This design comes from an exercise in tuning for small area on the open sky130 flow, not from production work. The RTL was checked by simulation tests, not by an equivalence proof against the original design. The flow treats the clock pin as an ideal source, which a real chip does not have. No activity file was given, so power comes from the tool's default toggle rates.

## PWU
module PWU
  (
   input  logic        clk_i,
   input  logic        resetn_i,
   input  logic [31:0] va_i,
   input  logic        va_vld_i,
   output logic        va_rdy_o,
   output logic [27:0] pa_o,
   output logic        pa_vld_o,
   output logic        pa_fault_o,
   input  logic        pa_rdy_i,
   output logic [31:0] pw_c_va_o,
   output logic        pw_c_vld_o,
   input  logic [15:0] pw_c_pa_i,
   output logic [27:0] l1_va_o,
   output logic        l1_cancel_o,
   output logic        l1_va_vld_o,
   input  logic [31:0] l1_pa_i,
   input  logic        l1_pa_vld_i,
   output logic [27:0] ch_va_o,
   output logic        ch_va_vld_o,
   input  logic        ch_fault_i
   );
For scale: about 320 cells after synthesis, about 170 flip-flops, ~210 I/O pins, roughly 5900 um2 of cells after synthesis.
Settings: LEC_CHECK=0, CAP_MARGIN=20, CORE_MARGIN=2, CORE_UTILIZATION=40, SLEW_MARGIN=20; clock period 4.0 ns.
standard.sh (not shown) runs the stock make flow with config.mk's settings and CLKGATE_MAP_FILE= SYNTH_SCRIPT=/design/flow/synth_recipe.tcl, a recipe that flattens the netlist after the stock synthesis.
==> flow/flow/run.sh <==
#!/bin/bash
# Standard ORFS layout (the standard.sh, standard synthesis unchanged), except:
# - the port buffers that global placement puts on every input and output use the
#   smallest buffer cell;
# - the clock tree is built from clkbuf_4 cells under a clkbuf_16 root, without dummy
#   loads, and leaf buffers that drive many flip-flops are then upsized to clkbuf_8.
set -euo pipefail
export BUFFER_PORTS_ARGS="-buffer_cell sky130_fd_sc_hd__buf_1"
export CTS_ARGS="-sink_clustering_enable -repair_clock_nets -root_buf sky130_fd_sc_hd__clkbuf_16 -buf_list sky130_fd_sc_hd__clkbuf_4 -dont_use_dummy_load"
export POST_CTS_TCL="$PWD/flow/post_cts.tcl"
bash standard.sh finish > standard_flow.log 2>&1
==> flow/flow/post_cts.tcl <==
set block [ord::get_db_block]
set changed 0
foreach inst [$block getInsts] {
  if {[[$inst getMaster] getName] ne "sky130_fd_sc_hd__clkbuf_4"} { continue }
  set net [[$inst findITerm X] getNet]
  if {$net eq "NULL"} { continue }
  set n [expr {[llength [$net getITerms]] - 1}]
  if {$n >= 13} {
    replace_cell [$inst getName] sky130_fd_sc_hd__clkbuf_8
    incr changed
  }
}
puts "post_cts: upsized $changed clock buffers"
if {$changed > 0} {
  detailed_placement
  check_placement -verbose
}
Change:
==> flow/flow/run.sh (replaced) <==
#!/bin/bash
# Standard ORFS layout (the standard.sh, standard synthesis unchanged), except:
# - the port buffers that global placement puts on every input and output use the
#   smallest buffer cell;
# - the clock tree is built from clkbuf_4 cells under a clkbuf_8 root, without dummy
#   loads, and leaf buffers that drive many flip-flops are then upsized to clkbuf_8.
set -euo pipefail
export BUFFER_PORTS_ARGS="-buffer_cell sky130_fd_sc_hd__buf_1"
export CTS_ARGS="-sink_clustering_enable -repair_clock_nets -root_buf sky130_fd_sc_hd__clkbuf_8 -buf_list sky130_fd_sc_hd__clkbuf_4 -dont_use_dummy_load"
export POST_CTS_TCL="$PWD/flow/post_cts.tcl"
bash standard.sh finish > standard_flow.log 2>&1
--- a/flow/flow/post_cts.tcl
+++ b/flow/flow/post_cts.tcl
@@ -7,3 +7,3 @@
   set n [expr {[llength [$net getITerms]] - 1}]
-  if {$n >= 13} {
+  if {$n >= 12} {
     replace_cell [$inst getName] sky130_fd_sc_hd__clkbuf_8
- CAP_MARGIN: 20 -> 0
- CORE_UTILIZATION: 40 -> 70
- SLEW_MARGIN: 20 -> 0
=> Setup slack gets worse by 0.018 ns; worst hold slack gains 0.0049 ns; utilization is higher by 35 points; cell count shrinks by about 11%; fmax is lower by about 0.6%; cell area decreases by about 0.9%.
Change:
==> flow/flow/run.sh (replaced) <==
#!/bin/bash
# Standard ORFS layout (the standard.sh, standard synthesis unchanged), except:
# - the port buffers that global placement puts on every input and output use the
#   smallest buffer cell;
# - the clock tree is built from clkbuf_4 cells under a clkbuf_16 root, without dummy
#   loads, and leaf buffers that drive many flip-flops are then upsized to clkbuf_8.
set -euo pipefail
export BUFFER_PORTS_ARGS="-buffer_cell sky130_fd_sc_hd__buf_1"
export CTS_ARGS="-sink_clustering_enable -repair_clock_nets -root_buf sky130_fd_sc_hd__clkbuf_16 -buf_list sky130_fd_sc_hd__clkbuf_4 -dont_use_dummy_load"
export POST_CTS_TCL="$PWD/flow/post_cts.tcl"
bash standard.sh finish > standard_flow.log 2>&1
--- a/flow/flow/post_cts.tcl
+++ b/flow/flow/post_cts.tcl
@@ -7,3 +7,3 @@
   set n [expr {[llength [$net getITerms]] - 1}]
-  if {$n >= 12} {
+  if {$n >= 13} {
     replace_cell [$inst getName] sky130_fd_sc_hd__clkbuf_8
- CORE_UTILIZATION: 70 -> 40
The changed run finished clean.
Die area goes up by 71%.
Core utilization goes down by 35 points.
Power stays flat.
Via count goes down by 4.4%.
Change:
==> flow/run.sh (new file) <==
#!/bin/bash
# synth_recipe.tcl (not shown) runs the flow's synth.tcl, then flattens the netlist and writes it again
# the make line also repeats each setting of config.mk as NAME=value (left out here)
make -C /OpenROAD-flow-scripts/flow DESIGN_CONFIG=/design/flow/config.mk WORK_HOME=/design/flow/orfs CLKGATE_MAP_FILE= SYNTH_SCRIPT=/design/flow/synth_recipe.tcl finish
- CAP_MARGIN: 0 -> 20
- CTS_BUF_LIST: unset -> sky130_fd_sc_hd__clkbuf_8
- SLEW_MARGIN: 0 -> 20
removed: flow/flow/run.sh
removed: flow/flow/post_cts.tcl
removed: flow/standard.sh
Effect: The changed run completed with no timing, DRC or antenna violations. Clock skew drops by 0.023 ns. Clock-buffer cell count is unchanged. Area after synthesis is unchanged. Combinational power went up by 80%. Total power goes up by about 20%. Global-route usage increases by 1.3 points. Routed wire length went up by 9.4%. Final cell count came out higher by about 2.6%. Setup slack is worse by 0.34 ns. Flip-flop and latch count is unchanged.
Change:
==> flow/flow/run.sh (new file) <==
#!/bin/bash
# Standard ORFS layout (the standard.sh, standard synthesis unchanged), except:
# - the port buffers that global placement puts on every input and output use the
#   smallest buffer cell;
# - the clock tree is built from clkbuf_4 cells under a clkbuf_8 root, without dummy
#   loads, and leaf buffers that drive many flip-flops are then upsized to clkbuf_8.
set -euo pipefail
export BUFFER_PORTS_ARGS="-buffer_cell sky130_fd_sc_hd__buf_1"
export CTS_ARGS="-sink_clustering_enable -repair_clock_nets -root_buf sky130_fd_sc_hd__clkbuf_8 -buf_list sky130_fd_sc_hd__clkbuf_4 -dont_use_dummy_load -sink_clustering_size 10 -sink_clustering_max_diameter 60 -sink_clustering_levels 1 -balance_levels"
export POST_CTS_TCL="$PWD/flow/post_cts.tcl"
bash standard.sh finish > standard_flow.log 2>&1
==> flow/flow/post_cts.tcl (new file) <==
set block [ord::get_db_block]
set changed 0
foreach inst [$block getInsts] {
  if {[[$inst getMaster] getName] ne "sky130_fd_sc_hd__clkbuf_4"} { continue }
  set net [[$inst findITerm X] getNet]
  if {$net eq "NULL"} { continue }
  set n [expr {[llength [$net getITerms]] - 1}]
  if {$n >= 12} {
    replace_cell [$inst getName] sky130_fd_sc_hd__clkbuf_8
    incr changed
  }
}
puts "post_cts: upsized $changed clock buffers"
if {$changed > 0} {
  detailed_placement
  check_placement -verbose
}
==> flow/standard.sh (new file) <==
#!/bin/bash
# synth_recipe.tcl (not shown) runs the flow's synth.tcl, then flattens the netlist and writes it again
# the make line also repeats each setting of config.mk as NAME=value (left out here)
make -C /OpenROAD-flow-scripts/flow DESIGN_CONFIG=/design/flow/config.mk WORK_HOME=/design/flow/orfs CLKGATE_MAP_FILE= SYNTH_SCRIPT=/design/flow/synth_recipe.tcl "${@:-finish}"
- CTS_BUF_LIST: sky130_fd_sc_hd__clkbuf_8 -> unset
removed: flow/run.sh
Via count goes down by 1.1%.
Worst setup slack gets better by 0.33 ns.
Core utilization shrinks by 11 points.
Total power fell by 16%.
Synthesized area stays the same.
Sequential share of layout area rose by 14 points.
Wire length drops by 8.6%.
Final cell count is lower by 2.6%.

-- what the ideal ports hide --
How much do the figures lean on ideal ports? The routed layouts below were timed once more, with nothing changed but the port constraints. Step 1, drivers: a clkbuf_16 drives clk_i and a buf_2 each remaining input, both assumed. Step 2 also shifts input and output timing later by t, the mid clock arrival at the registers, as if the neighbouring blocks saw the same clock. Three values: ideal ports, drivers, drivers and shift; two values: the first two.
run | shift t [ns] | setup slack, ns | pins driven straight from the clock port
the first run | 0.394 | 1.068 / 1.041 / 1.041 | 1
the second run | 0.423 | 1.049 / 1.024 / 1.024 | 1
the third run | 0.394 | 1.068 / 1.041 / 1.041 | 1
the fourth run | 0.470 | 0.728 / 0.696 / 0.696 | 1
the fifth run | 0.450 | 1.060 / 1.033 / 1.033 | 1
After both steps every run listed still meets setup and hold. The setup slack of the fourth run, which loses most, moves by -0.032 ns with the drivers and by -0.032 ns with both steps.
